Background: an optimization exercise with open tools, aiming at small area, a short achievable clock period and few clock cycles per item. Do not read the settings as production practice. Where RTL was checked, it was by simulation tests only, not by an equivalence proof against the original. Function not checked in run 1: the RTL went through the layout flow alone.

==> flow/design.v <==
module RC6dynamicRotFun(
    input   wire    [4:0]   inRotValue,
    input   wire    [31:0]  inData,
    output  wire    [31:0]  outData
    );
wire [31:0] r0 = inRotValue[0] ? {inData[30:0], inData[31]} : inData;
wire [31:0] r1 = inRotValue[1] ? {r0[29:0], r0[31:30]} : r0;
wire [31:0] r2 = inRotValue[2] ? {r1[27:0], r1[31:28]} : r1;
wire [31:0] r3 = inRotValue[3] ? {r2[23:0], r2[31:24]} : r2;
assign outData = inRotValue[4] ? {r3[15:0], r3[31:16]} : r3;
endmodule
module RC6keyExpansion #(parameter W = 32) (
    input   wire    [W-1:0]  inA,
    input   wire    [W-1:0]  inB,
    output  wire    [W-1:0]  outSum0,
    output  wire    [W-1:0]  outSum1
    );
wire [W-1:0] p = inA ^ inB;
wire [W-1:0] g0 = inA & inB;
wire [W-1:0] p0 = p;
wire [W-1:0] g1, p1, g2, p2, g3, p3, g4, p4, g5, p5;
genvar i;
generate
    for (i = 0; i < W; i = i + 1) begin : g_ks
        if (i >= 1) begin : g_l1
            assign g1[i] = g0[i] | (p0[i] & g0[i-1]);
            assign p1[i] = p0[i] & p0[i-1];
        end else begin : g_l1n
            assign g1[i] = g0[i];
            assign p1[i] = p0[i];
        end
        if (i >= 2) begin : g_l2
            assign g2[i] = g1[i] | (p1[i] & g1[i-2]);
            assign p2[i] = p1[i] & p1[i-2];
        end else begin : g_l2n
            assign g2[i] = g1[i];
            assign p2[i] = p1[i];
        end
        if (i >= 4) begin : g_l3
            assign g3[i] = g2[i] | (p2[i] & g2[i-4]);
            assign p3[i] = p2[i] & p2[i-4];
        end else begin : g_l3n
            assign g3[i] = g2[i];
            assign p3[i] = p2[i];
        end
        if (i >= 8) begin : g_l4
            assign g4[i] = g3[i] | (p3[i] & g3[i-8]);
            assign p4[i] = p3[i] & p3[i-8];
        end else begin : g_l4n
            assign g4[i] = g3[i];
            assign p4[i] = p3[i];
        end
        if (i >= 16) begin : g_l5
            assign g5[i] = g4[i] | (p4[i] & g4[i-16]);
            assign p5[i] = p4[i] & p4[i-16];
        end else begin : g_l5n
            assign g5[i] = g4[i];
            assign p5[i] = p4[i];
        end
    end
endgenerate
assign outSum0 = p ^ {g5[W-2:0], 1'b0};
assign outSum1 = p ^ {g5[W-2:0] | p5[W-2:0], 1'b1};
endmodule
module RC6keyReg #(parameter W = 29) (
    input   wire    [W-1:0]  inA,
    input   wire    [W-1:0]  inB,
    output  wire             outCarry
    );
wire [W-1:0] g0 = inA & inB;
wire [W-1:0] p0 = inA ^ inB;
wire [W-1:0] g1, p1, g2, p2, g3, p3, g4, p4, g5;
genvar i;
generate
    for (i = 0; i < W; i = i + 1) begin : g_ks
        if (i >= 1) begin : g_l1
            assign g1[i] = g0[i] | (p0[i] & g0[i-1]);
            assign p1[i] = p0[i] & p0[i-1];
        end else begin : g_l1n
            assign g1[i] = g0[i];
            assign p1[i] = p0[i];
        end
        if (i >= 2) begin : g_l2
            assign g2[i] = g1[i] | (p1[i] & g1[i-2]);
            assign p2[i] = p1[i] & p1[i-2];
        end else begin : g_l2n
            assign g2[i] = g1[i];
            assign p2[i] = p1[i];
        end
        if (i >= 4) begin : g_l3
            assign g3[i] = g2[i] | (p2[i] & g2[i-4]);
            assign p3[i] = p2[i] & p2[i-4];
        end else begin : g_l3n
            assign g3[i] = g2[i];
            assign p3[i] = p2[i];
        end
        if (i >= 8) begin : g_l4
            assign g4[i] = g3[i] | (p3[i] & g3[i-8]);
            assign p4[i] = p3[i] & p3[i-8];
        end else begin : g_l4n
            assign g4[i] = g3[i];
            assign p4[i] = p3[i];
        end
        if (i >= 16) begin : g_l5
            assign g5[i] = g4[i] | (p4[i] & g4[i-16]);
        end else begin : g_l5n
            assign g5[i] = g4[i];
        end
    end
endgenerate
assign outCarry = g5[W-1];
endmodule
module RC6control #(parameter W = 1) (
    input   wire            inSel,
    input   wire    [W-1:0] inData0,
    input   wire    [W-1:0] inData1,
    output  wire    [W-1:0] outData
    );
assign outData = inSel ? inData1 : inData0;
endmodule
module RC6round(
    input  wire [31:0] inData,
    output wire [31:0] outData
    );
wire [31:0] rows [0:15];
wire [31:0] diag;
genvar i, k;
generate
    for (k = 0; k < 32; k = k + 1) begin : g_diag
        if (k % 2 == 1) begin : g_odd
            assign diag[k] = inData[(k - 1) / 2];
        end else begin : g_even
            assign diag[k] = 1'b0;
        end
    end
    for (i = 0; i < 15; i = i + 1) begin : g_rows
        for (k = 0; k < 32; k = k + 1) begin : g_bits
            if (k >= 2 * i + 3) begin : g_pp
                assign rows[i][k] = inData[i] & inData[k - i - 2];
            end else begin : g_zero
                assign rows[i][k] = 1'b0;
            end
        end
    end
endgenerate
assign rows[15] = 32'd0;
wire [31:0] sum = inData + diag + rows[0] + rows[1] + rows[2] + rows[3] + rows[4] + rows[5] + rows[6]
                + rows[7] + rows[8] + rows[9] + rows[10] + rows[11] + rows[12] + rows[13] + rows[14];
assign outData = {sum[26:0], sum[31:27]};
endmodule
module RC6encryption(
	input		wire			  	inClk,
	input		wire				inReset,
	input		wire				inKeyWr,
	input		wire				inDataWr,
	input 	wire 	[127:0] 	inData,
	input		wire	[255:0] 	inKey,
	output 	wire 	[127:0] 	outData,
	output	wire				outBusy
	);
localparam [31:0] P32 = 32'hB7E15163;
localparam [31:0] Q32 = 32'h9E3779B9;
function [31:0] bswap(input [31:0] x);
	bswap = {x[7:0], x[15:8], x[23:16], x[31:24]};
endfunction
function [31:0] rotl3(input [31:0] x);
	rotl3 = {x[28:0], x[31:29]};
endfunction
reg			busy;
reg	[7:0]	cnt;
reg			pass1n;		 
reg			loadD;		 
reg			stepY;		 
reg			pre;		 
reg			post;		 
reg			noTU;		 
reg			zS;			 
wire		last = (cnt == 8'd131);
wire	[7:0]	cntn = cnt + 8'd1;
wire		run = busy && !inReset && !last;	 
always @(posedge inClk) begin
	if (inReset)
		busy <= 1'b0;
	else if (!busy)
		busy <= inKeyWr & inDataWr;
	else if (last)
		busy <= 1'b0;
	cnt		<= run ? cntn : 8'd0;
	pass1n	<= run ? (cntn < 8'd43) : 1'b1;
	loadD	<= run && (cntn == 8'd1);
	stepY	<= run && (((cntn >= 8'd90) && !cntn[0]) || (cntn == 8'd131));
	pre		<= run && (cntn == 8'd90);
	post	<= run && (cntn == 8'd131);
	noTU	<= run && ((cntn == 8'd90) || (cntn == 8'd131));
	zS		<= run && ((cntn == 8'd88) || (cntn == 8'd129));
end
assign outBusy = busy;
reg	[31:0]	sr [0:42];	 
reg	[31:0]	lr [0:7];	 
reg	[31:0]	pc;			 
reg	[31:0]	SA;			 
reg	[31:0]	Br;			 
wire	[31:0]	x = SA;
wire	[31:0]	y = Br;
wire	[31:0]	L = lr[0];
wire	[28:0]	lo = x[28:0] + y[28:0];
wire			c29;
RC6keyReg #(.W(29)) _c29(.inA(x[28:0]), .inB(y[28:0]), .outCarry(c29));
wire	[2:0]		hi0 = x[31:29] + y[31:29];
wire	[2:0]		hi1 = hi0 + 3'd1;
wire	[3:0]		w = {1'b0, L[2:0]} + {1'b0, y[2:0]};
wire	[3:0]		wl0 = {1'b0, w[2:0]} + {1'b0, hi0};
wire	[3:0]		wl1 = {1'b0, w[2:0]} + {1'b0, hi1};
wire	[3:0]		wl;
RC6control #(.W(4)) _mwl(.inSel(c29), .inData0(wl0), .inData1(wl1), .outData(wl));
wire	[28:0]	b1 = L[31:3], b2 = y[31:3], b3 = x[28:0], b4 = y[28:0];
wire	[28:0]	bh = b1 ^ b2 ^ b3;
wire	[28:0]	bk = {((b1[27:0] & b2[27:0]) | (b1[27:0] & b3[27:0]) | (b2[27:0] & b3[27:0])), w[3]};
wire	[28:0]	bu = bh ^ bk ^ b4;
wire	[28:0]	bv = {((bh[27:0] & bk[27:0]) | (bh[27:0] & b4[27:0]) | (bk[27:0] & b4[27:0])), 1'b0};
wire	[28:0]	bs0, bs1;
RC6keyExpansion #(.W(29)) _addB(.inA(bu), .inB(bv), .outSum0(bs0), .outSum1(bs1));
wire	[28:0]	bs;
RC6control #(.W(29)) _mbs(.inSel(wl[3]), .inData0(bs0), .inData1(bs1), .outData(bs));
wire	[31:0]	s2 = {bs, wl[2:0]};
wire	[4:0]		rk0 = {lo[1:0], hi0} + y[4:0];
wire	[4:0]		rk1 = {lo[1:0], hi1} + y[4:0];
wire	[4:0]		rk;
RC6control #(.W(5)) _mrk(.inSel(c29), .inData0(rk0), .inData1(rk1), .outData(rk));
wire	[31:0]	Bn;
RC6dynamicRotFun _rotB(.inRotValue(rk), .inData(s2), .outData(Bn));
wire	[31:0]	Snext = pass1n ? pc : sr[0];
wire	[3:0]		ql0 = {1'b0, Snext[2:0]} + {1'b0, hi0};
wire	[3:0]		ql1 = {1'b0, Snext[2:0]} + {1'b0, hi1};
wire	[3:0]		ql;
RC6control #(.W(4)) _mql(.inSel(c29), .inData0(ql0), .inData1(ql1), .outData(ql));
wire	[28:0]	q1 = Snext[31:3], q2 = x[28:0], q3 = y[28:0];
wire	[28:0]	qh = q1 ^ q2 ^ q3;
wire	[28:0]	qk = {((q1[27:0] & q2[27:0]) | (q1[27:0] & q3[27:0]) | (q2[27:0] & q3[27:0])), 1'b0};
wire	[28:0]	qs0, qs1;
RC6keyExpansion #(.W(29)) _addA(.inA(qh), .inB(qk), .outSum0(qs0), .outSum1(qs1));
wire	[28:0]	qs;
RC6control #(.W(29)) _mqs(.inSel(ql[3]), .inData0(qs0), .inData1(qs1), .outData(qs));
wire	[31:0]	SAn = {qs, ql[2:0]};
wire	[31:0]	An = {lo[28:0], c29 ? hi1 : hi0};
integer n;
always @(posedge inClk) begin
	for (n = 0; n < 42; n = n + 1)
		sr[n] <= sr[n + 1];
	sr[42] <= busy ? An : inData[127:96];
	if (!busy) begin
		sr[41] <= inData[95:64];
		sr[40] <= inData[63:32];
		sr[39] <= inData[31:0];
	end
	for (n = 0; n < 7; n = n + 1)
		lr[n] <= busy ? lr[n + 1] : bswap(inKey[255 - 32 * n -: 32]);
	lr[7] <= busy ? Bn : bswap(inKey[31:0]);
	pc <= busy ? pc + Q32 : P32 + Q32;
	SA <= busy ? SAn : P32;
	Br <= busy ? Bn : 32'd0;
end
reg	[31:0]	d0, d1, d2, d3;	 
reg	[31:0]	d1s, d3s;			 
reg	[31:0]	T, U;
wire	[31:0]	ft, fu;
RC6round _fB(.inData(d1s), .outData(ft));
RC6round _fD(.inData(d3s), .outData(fu));
wire	[31:0]	K0 = noTU ? sr[42] : sr[41];
wire	[31:0]	K2 = pre ? sr[41] : (post ? An : sr[42]);
wire	[31:0]	r0, r2;
RC6dynamicRotFun _rot0(.inRotValue(U[4:0]), .inData(d0 ^ T), .outData(r0));
RC6dynamicRotFun _rot2(.inRotValue(T[4:0]), .inData(d2 ^ U), .outData(r2));
wire	[31:0]	a0 = r0 + K0;
wire	[31:0]	a2 = r2 + K2;
always @(posedge inClk) begin
	T <= ft;
	U <= fu;
	d1s <= zS ? 32'd0 : a2;
	d3s <= zS ? 32'd0 : a0;
	if (loadD) begin
		d0 <= sr[38];
		d1 <= sr[41];
		d2 <= sr[40];
		d3 <= sr[39];
	end else if (stepY) begin
		d0 <= d1;
		d1 <= a2;
		d2 <= d3;
		d3 <= a0;
	end
end
assign outData = {bswap(d3), bswap(d0), bswap(d1), bswap(d2)};
endmodule
==> flow/flow/run.sh <==
#!/bin/bash
set -euo pipefail
bash standard.sh SETUP_SLACK_MARGIN=15 finish > standard.log 2>&1
==> flow/standard.sh <==
#!/bin/bash
# synth_recipe.tcl (not shown) runs the flow's synth.tcl, then flattens the netlist and writes it again
# the make line also repeats each setting of config.mk as NAME=value (left out here)
make -C /OpenROAD-flow-scripts/flow DESIGN_CONFIG=/design/flow/config.mk WORK_HOME=/design/flow/orfs CLKGATE_MAP_FILE= SYNTH_SCRIPT=/design/flow/synth_recipe.tcl "${@:-finish}"
==> flow/config.mk <==
export PLATFORM = sky130hd
export DESIGN_NAME = RC6encryption
export DESIGN_NICKNAME = RC6encryption
export VERILOG_FILES = /design/flow/design.v
export SDC_FILE = /design/flow/constraint.sdc
export NUM_CORES = 4
export LEC_CHECK = 0
export CAP_MARGIN = 30
export CORE_MARGIN = 2
export CORE_UTILIZATION = 40
export SLEW_MARGIN = 30
export SYNTH_HIERARCHICAL = 1
==> flow/constraint.sdc <==
create_clock -name core_clock -period 20.0 [get_ports {inClk}]
set_input_delay 4.0000 -clock core_clock [delete_from_list [all_inputs] [get_ports {inClk}]]
set_output_delay 4.0000 -clock core_clock [all_outputs]
set_load 0.01 [all_outputs]
==> results of run 1 <==
==> worst max path at each step <==
stage                            startpoint          endpoint  depth (start not counted)
after floorplan           d3s[3]$_SDFF_PP0_      U[0]$_DFF_P_                         20
after global placement     Br[1]$_SDFF_PN0_  d1[20]$_DFFE_PP_                         22
after detailed placement   Br[1]$_SDFF_PN0_  d1[20]$_DFFE_PP_                         22
after CTS                  d2[23]$_DFFE_PP_       outData[15]                          1
after global routing       d1[12]$_DFFE_PP_       outData[52]                          1
final                      d1[12]$_DFFE_PP_       outData[52]                          1
==> layer usage <==
metal  vias up  global-route usage [%]  routed length (um)
met5         -                       0                  61
met4        10                    11.5               14400
met3       529                    5.77               20900
met2      2138                    39.6              128000
met1     28100                    29.4              106000
li1      25500                       -                   -
==> cells by family after synthesis <==
group | share of synthesized area, %
and+or+nand+nor | 6.84
other | 0.00435
adders and majority gates | 17.1
muxes | 14.4
xor gates and xnor gates | 3.94
buffers and inverters | 3.81
DFF | 47.9
AOI/OAI and AO/OA | 6.08
==> layout make-up <==
type / instances / area share [%]
Antenna cell: 14 / 0.0324
Clock buffer: 280 / 5.24
Clock inverter: 88 / 1.15
Inverter: 501 / 1.76
Multi-Input combinational cell: 4219 / 41.8
Sequential cell: 2000 / 38.5
Tap cell: 2838 / 3.28
Timing Repair Buffer: 971 / 8.29
==> modules after synthesis (local to each module, per instance), a selection <==
module | area [sq um] | cells inside
RC6dynamicRotFun | 1950 | 116
RC6round | 7990 | 898
RC6encryption | 58200 | 4046
==> per-stage QoR <==
step,instance area (sq um),cells,worst slack (ns),hold slack (ns)
2_1_floorplan,87000,7008,14.92,0.310
3_3_place_gp,94200,10100,13.76,0.310
3_5_place_dp,94200,10100,13.77,0.312
4_1_cts,105000,10800,14.33,0.282
5_1_grt,108000,10900,14.35,0.283
6_report,108000,10900,14.40,0.286
==> timing repair <==
item,CTS,global route
resized for setup,1088,406
gates cloned,5,0
setup endpoints to repair,321,282
pin swaps,140,196
buffers inserted,286,141
==> cells in the final DEF, fill, tap and decap left out, types with 86 or more instances in the layout <==
| cell | count |
|---|---|
| clkdlybuf4s50_1 | 387 |
| ha_1 | 314 |
| xor2_1 | 170 |
| inv_1 | 480 |
| mux2_4 | 94 |
| buf_6 | 100 |
| nand2_1 | 524 |
| dfxtp_1 | 1748 |
| a21oi_1 | 156 |
| and2_1 | 164 |
| a21o_1 | 86 |
| o21ai_0 | 132 |
| xnor2_1 | 174 |
| nor2_1 | 176 |
| edfxtp_1 | 128 |
| buf_4 | 327 |
| mux4_2 | 189 |
| mux2_2 | 590 |
| clkbuf_16 | 203 |
| fa_1 | 446 |
| buf_2 | 104 |
==> results.toml, run 1 <==
[clocking]
cts.sinks = 2000
htreeDepth = 4
hold_buffers = 0
path_clk_slew_ns = 0.07
clk_path_buf_depth = 3
cts_tree = "done"
cts_made_buffers = 198
clock_latency_ns = 0.86
cts-root-buf = "clkbuf_16"

[run_status]
status = "no timing/DRC/antenna violations"

[setup_path]
crit_path_top_delay_cell = "edfxtp_1"
crit_family = "flip-flops"
critPathBufInv = 1
cp_slowest_stage_delay_ns = 0.55
crit_type = "reg -> out"
r2r-start = "d1s[3]$_SDFF_PP0_"
cp.required_ns = 16.00
crit_chain = "buf_2"
crit_fanout = 2
start_kind = "register"
worst-r2r-setup-slack_ns = 14.55
crit_arrival_ns = 1.60
crit_path_end_kind = "output port"
r2r_cells = 20
reg2reg_to = "T[0]$_DFF_P_"

[job]
drv_cap = 0

[timing]
finalHoldViolations = 0
fin_tns_setup_ns = 0
finalSetupViolations = 0
rsz0062_at_grt = "yes"
tightest_slew_ns = 1.06
slew_headroom_pct = 29.1
fin_skew_ns = 0.0619
clock.fmax_mhz = 178
timing.final.crit_share_pct = 28.0
fin_crit_ns = 5.60
maxSlewViolCount = 0

[global_routing]
grt_pass1_wl_um = 382000
antenna_found_initial = 24
first_global_vias = 56800
grt_max_degree = 151
grt_use_total_pct = 23.9
grt_overflow = 0

[die]
dieArea_sq_um = 219000
fp-row-count = 170
initial_core_util_pct = 40.2
die_w_um = 468
die_h_um = 468
pin_count = 517
coreArea_sq_um = 214000

[synthesis]
synth.top_cells.by_area = "dfxtp_1 43%, fa_1 11%, mux2_2 8.6%, ha_1 6.1%, mux4_2 4.8%"
syn_area_sq_um = 86300
synth_most_common_cell = "dfxtp_1"
yosys.area.top_type_share_pct = 43.4
synth_seq_cells = 2000
synth.distinct_cells = 101
seq_area_frac_synth_pct = 47.9
synthFlopType = "dfxtp_1"
ys_warn_count = 10
ys_async_sr_fraction_pct = 0
postSynthCellCount = 7005
synth-edff-count = 128
synthTopCellsByCount = "1872 x dfxtp_1, 661 x mux2_2, 543 x nand2_1"
syn_area_per_cell_sq_um = 12.3
synth_area_leader_cell = "dfxtp_1"

[cells_and_area]
num-nets-final = 9173
largest_reg_flops = 1376
area_growth_pct = 25.5
drive_above_1_share_pct = 30.2
nFillCells = 18700
top_regs = "sr: 1376 flops, lr: 256 flops"
top_register = "sr"
regArea_sq_um = 41700
multiInputGateArea_sq_um = 45200
final_util_pct = 50.5

[routing]
vias = 56300
routed_wl_um = 270000
drtIter0Drc = 4347
wire_per_inst_um = 24.7
antenna_left = 0
first_pass_iters = 5
drcViolationCount = 0
via_per_inst = 5.16

[placement]
gp_congestion = 0.953
dpl.hpwl_um = 201000
io_buffers = 516

[hold_path]
hold_end = "sr[14][8]$_DFF_P_"
whs_path_depth = 0
min_from = "sr[15][8]$_DFF_P_"
hold_path_class = "reg -> reg"
==> run 2: changes to the inputs <==
--- a/flow/design.v
+++ b/flow/design.v
@@ -174,7 +174,6 @@
 reg			pre;		 
 reg			post;		 
 reg			noTU;		 
-reg			zS;			 
 wire		last = (cnt == 8'd131);
 wire	[7:0]	cntn = cnt + 8'd1;
 wire		run = busy && !inReset && !last;	 
@@ -192,7 +191,6 @@
 	pre		<= run && (cntn == 8'd90);
 	post	<= run && (cntn == 8'd131);
 	noTU	<= run && ((cntn == 8'd90) || (cntn == 8'd131));
-	zS		<= run && ((cntn == 8'd88) || (cntn == 8'd129));
 end
 assign outBusy = busy;
 reg	[31:0]	sr [0:42];	 
@@ -266,18 +264,20 @@
 wire	[31:0]	ft, fu;
 RC6round _fB(.inData(d1s), .outData(ft));
 RC6round _fD(.inData(d3s), .outData(fu));
+wire	[31:0]	Te = noTU ? 32'd0 : T;
+wire	[31:0]	Ue = noTU ? 32'd0 : U;
 wire	[31:0]	K0 = noTU ? sr[42] : sr[41];
 wire	[31:0]	K2 = pre ? sr[41] : (post ? An : sr[42]);
 wire	[31:0]	r0, r2;
-RC6dynamicRotFun _rot0(.inRotValue(U[4:0]), .inData(d0 ^ T), .outData(r0));
-RC6dynamicRotFun _rot2(.inRotValue(T[4:0]), .inData(d2 ^ U), .outData(r2));
+RC6dynamicRotFun _rot0(.inRotValue(Ue[4:0]), .inData(d0 ^ Te), .outData(r0));
+RC6dynamicRotFun _rot2(.inRotValue(Te[4:0]), .inData(d2 ^ Ue), .outData(r2));
 wire	[31:0]	a0 = r0 + K0;
 wire	[31:0]	a2 = r2 + K2;
 always @(posedge inClk) begin
 	T <= ft;
 	U <= fu;
-	d1s <= zS ? 32'd0 : a2;
-	d3s <= zS ? 32'd0 : a0;
+	d1s <= a2;
+	d3s <= a0;
 	if (loadD) begin
 		d0 <= sr[38];
 		d1 <= sr[41];
==> flow/flow/run.sh (replaced) <==
#!/bin/bash
set -euo pipefail
bash standard.sh SETUP_SLACK_MARGIN=14 finish > standard.log 2>&1
==> run 2 against run 1 <==
  * Largest cell class unchanged
  * Core utilization shrank 2.8 points
  * Via count shrank 4.3%
  * Sequential share of layout area grew 2.0 points
  * Critical path depth is the same
  * Setup slack lost 0.35 ns
  * Critical endpoint is now outData[55]
  * Register-to-register slack lost 0.39 ns
==> results.toml, run 2 <==
[clocking]
cts-root-buf = "clkbuf_16"
clk_path_buf_depth = 3
cts_made_buffers = 197
htreeDepth = 4
cts_tree = "done"
hold_buffers = 0
cts.sinks = 1999
path_clk_slew_ns = 0.06
clock_latency_ns = 0.90

[synthesis]
synth.distinct_cells = 95
synth_most_common_cell = "dfxtp_1"
syn_area_sq_um = 86300
syn_area_per_cell_sq_um = 12.4
synthFlopType = "dfxtp_1"
ys_warn_count = 10
synth.top_cells.by_area = "dfxtp_1 43%, fa_1 11%, mux2_2 8.9%, ha_1 6.1%, mux4_2 4.8%"
synth-edff-count = 128
seq_area_frac_synth_pct = 47.8
synthTopCellsByCount = "1871 x dfxtp_1, 686 x mux2_2, 551 x nand2_1"
yosys.area.top_type_share_pct = 43.4
ys_async_sr_fraction_pct = 0
synth_seq_cells = 1999
postSynthCellCount = 6951
synth_area_leader_cell = "dfxtp_1"

[global_routing]
grt_use_total_pct = 23.5
grt_pass1_wl_um = 375000
first_global_vias = 54900
grt_max_degree = 90
antenna_found_initial = 33
grt_overflow = 0

[setup_path]
crit_path_end_kind = "output port"
crit_type = "reg -> out"
r2r-start = "d3s[19]$_DFF_P_"
crit_arrival_ns = 1.95
critPathBufInv = 1
crit_fanout = 2
cp_num_cells = 1
cp.required_ns = 16.00
cp_slowest_stage_delay_ns = 0.59
reg2reg_to = "U[4]$_DFF_P_"
crit_family = "buffers and inverters"
worst-r2r-setup-slack_ns = 14.16
start_kind = "register"
r2r_cells = 19
crit_path_top_delay_cell = "clkdlybuf4s50_1"
crit_end = "outData[55]"
crit_chain = "clkdlybuf4s50_1"
crit_start = "d1[15]$_DFFE_PP_"

[routing]
drtIter0Drc = 4030
via_per_inst = 5.11
routed_wl_um = 261000
antenna_left = 0
wire_per_inst_um = 24.7
first_pass_iters = 6
drcViolationCount = 0
vias = 53900

[die]
die_h_um = 469
dieArea_sq_um = 220000
die_w_um = 469
fp-row-count = 170
pin_count = 517
initial_core_util_pct = 40.2
coreArea_sq_um = 215000

[timing]
maxSlewViolCount = 0
fin_skew_ns = 0.0848
holdWs_ns = 0.276
timing.final.crit_share_pct = 29.8
clock.fmax_mhz = 168
rsz0062_at_grt = "no"
slew_headroom_pct = 24.4
finalSetupViolations = 0
finalHoldViolations = 0
fin_tns_setup_ns = 0
tightest_slew_ns = 1.13
fin_crit_ns = 5.95

[cells_and_area]
top_regs = "sr: 1376 flops, lr: 256 flops"
area_growth_pct = 18.5
multiInputGateArea_sq_um = 42000
final_area_sq_um = 102000
regArea_sq_um = 41400
largest_reg_flops = 1376
layout_common_cells = "1829 x dfxtp_1, 682 x mux2_2, 551 x nand2_1, 494 x inv_1, 491 x clkdlybuf4s50_1"
nFillCells = 19000
num-nets-final = 8811
final_common_cell = "dfxtp_1"
top_register = "sr"
drive_above_1_share_pct = 19.7
final_util_pct = 47.7

[placement]
io_buffers = 516
dpl_cell_area_sq_um = 94200
gp_congestion = 0.943
dpl.hpwl_um = 203000

[hold_path]
hold_path_class = "reg -> reg"

[job]
drv_cap = 0

[run_status]
status = "no timing/DRC/antenna violations"
-- run 2: cell types whose count changed in the layout (fill, tap and decap cells not counted), moves of 53 or more --
| cell | delta |
|---|---|
| dfxtp_1 | +81 |
| mux2_4 | -69 |
| buf_6 | -94 |
| xnor2_1 | +82 |
| dfxtp_4 | -76 |
| ha_1 | +107 |
| mux2_2 | +92 |
| clkdlybuf4s50_1 | +104 |
| ha_4 | -85 |
| buf_2 | -104 |
| nand2b_1 | +53 |
| buf_4 | -212 |
-- run 2: modules after synthesis, one instance, submodules excluded, a selection --
module / cells inside / flip-flops and latches / times used / area [sq um]
RC6round: 906 / 0 / 2 / 8070
RC6encryption: 3976 / 1999 / 1 / 58100
RC6dynamicRotFun: 116 / 0 / 3 / 1950
-- run 2: how the worst min path moves through the flow --
stage	startpoint	to	cells past startpoint
finish	sr[27][1]$_DFF_P_	sr[26][1]$_DFF_P_	0
global route	sr[37][4]$_DFF_P_	sr[36][4]$_DFF_P_	0
CTS	sr[37][4]$_DFF_P_	sr[36][4]$_DFF_P_	0
detailed placement	sr[11][14]$_DFF_P_	sr[10][14]$_DFF_P_	0
global placement	sr[23][29]$_DFF_P_	sr[22][29]$_DFF_P_	0
floorplan	sr[1][0]$_DFF_P_	sr[0][0]$_DFF_P_	0
-- run 2: logic make-up (layout without fill, tap and decap cells) --
family                     count (synthesis)  in the layout  synth area share [%]
adders and majority gates                895            895                  17.1
muxes                                    928            928                  14.7
AOI/OAI and AO/OA                        731            731                  5.77
and+or+nand+nor                         1228           1231                  6.85
xor gates and xnor gates                 392            392                  3.98
buffers and inverters                    777           1520                  3.77
DFF                                     1999           1999                  47.8
other                                      1             12               0.00434
-- run 2: timing repair --
item,in CTS,in global routing
setup buffers,71,12
resized for setup,37,60
gates cloned,3,1
pin swaps,2,0
endpoints found under the setup margin,92,30
-- run 2: metrics by stage --
stage                     worst slack (ns)  cells
after floorplan                      14.51   6954
after global placement               13.60  10100
after detailed placement             13.60  10100
after CTS                            13.93  10500
after global routing                 13.98  10500
final                                14.05  10500
-- run 2: layer usage --
layer	global-route usage [%]	routed length (um)
met1	29.7	107000
met5	0.0649	45
met4	10.6	13300
met2	39.0	123000
met3	4.41	17200
-- run 2: layout make-up --
type                            instances  area share [%]
Antenna cell                            8          0.0196
Clock buffer                          269            5.51
Inverter                              495            1.82
Tap cell                             2838            3.47
Timing Repair Buffer                  654            6.28
Multi-Input combinational cell       4181            41.1
Clock inverter                        102            1.40
Sequential cell                      1999            40.4
Testbench counts of run 2, summed over its fixed seeds: cycles 42,560, items 320.

-- re-timing with driven ports --
The flow's constraints put no driver on any port. The routed layouts listed below were extracted and timed again, unchanged, in two steps. Step 1: set_driving_cell puts a clkbuf_16 on inClk and a buf_2 on each other input, an assumption about the parent block. Step 2 also shifts input and output timing later by t, the mid clock arrival at the registers, as if the neighbouring blocks saw the same clock. Slacks: ideal / step 1 / step 2; pairs: ideal / step 1.
| run | t, ns | slack for setup (ns) | hold slack, ns | worst setup path after step 2 | cell pins on the clock port's net |
|---|---|---|---|---|---|
| run 1 | 0.910 | 14.397 / 14.315 / 14.403 | 0.286 / 0.286 / 0.286 | input to register | 1 |
| run 2 | 0.941 | 14.050 / 13.963 / 13.899 | 0.276 / 0.276 / 0.276 | input to register | 1 |
After both steps setup and hold are still met in every run listed. For run 2, which loses most, drivers alone change the setup slack by -0.087 ns; drivers and shift together by -0.151 ns.
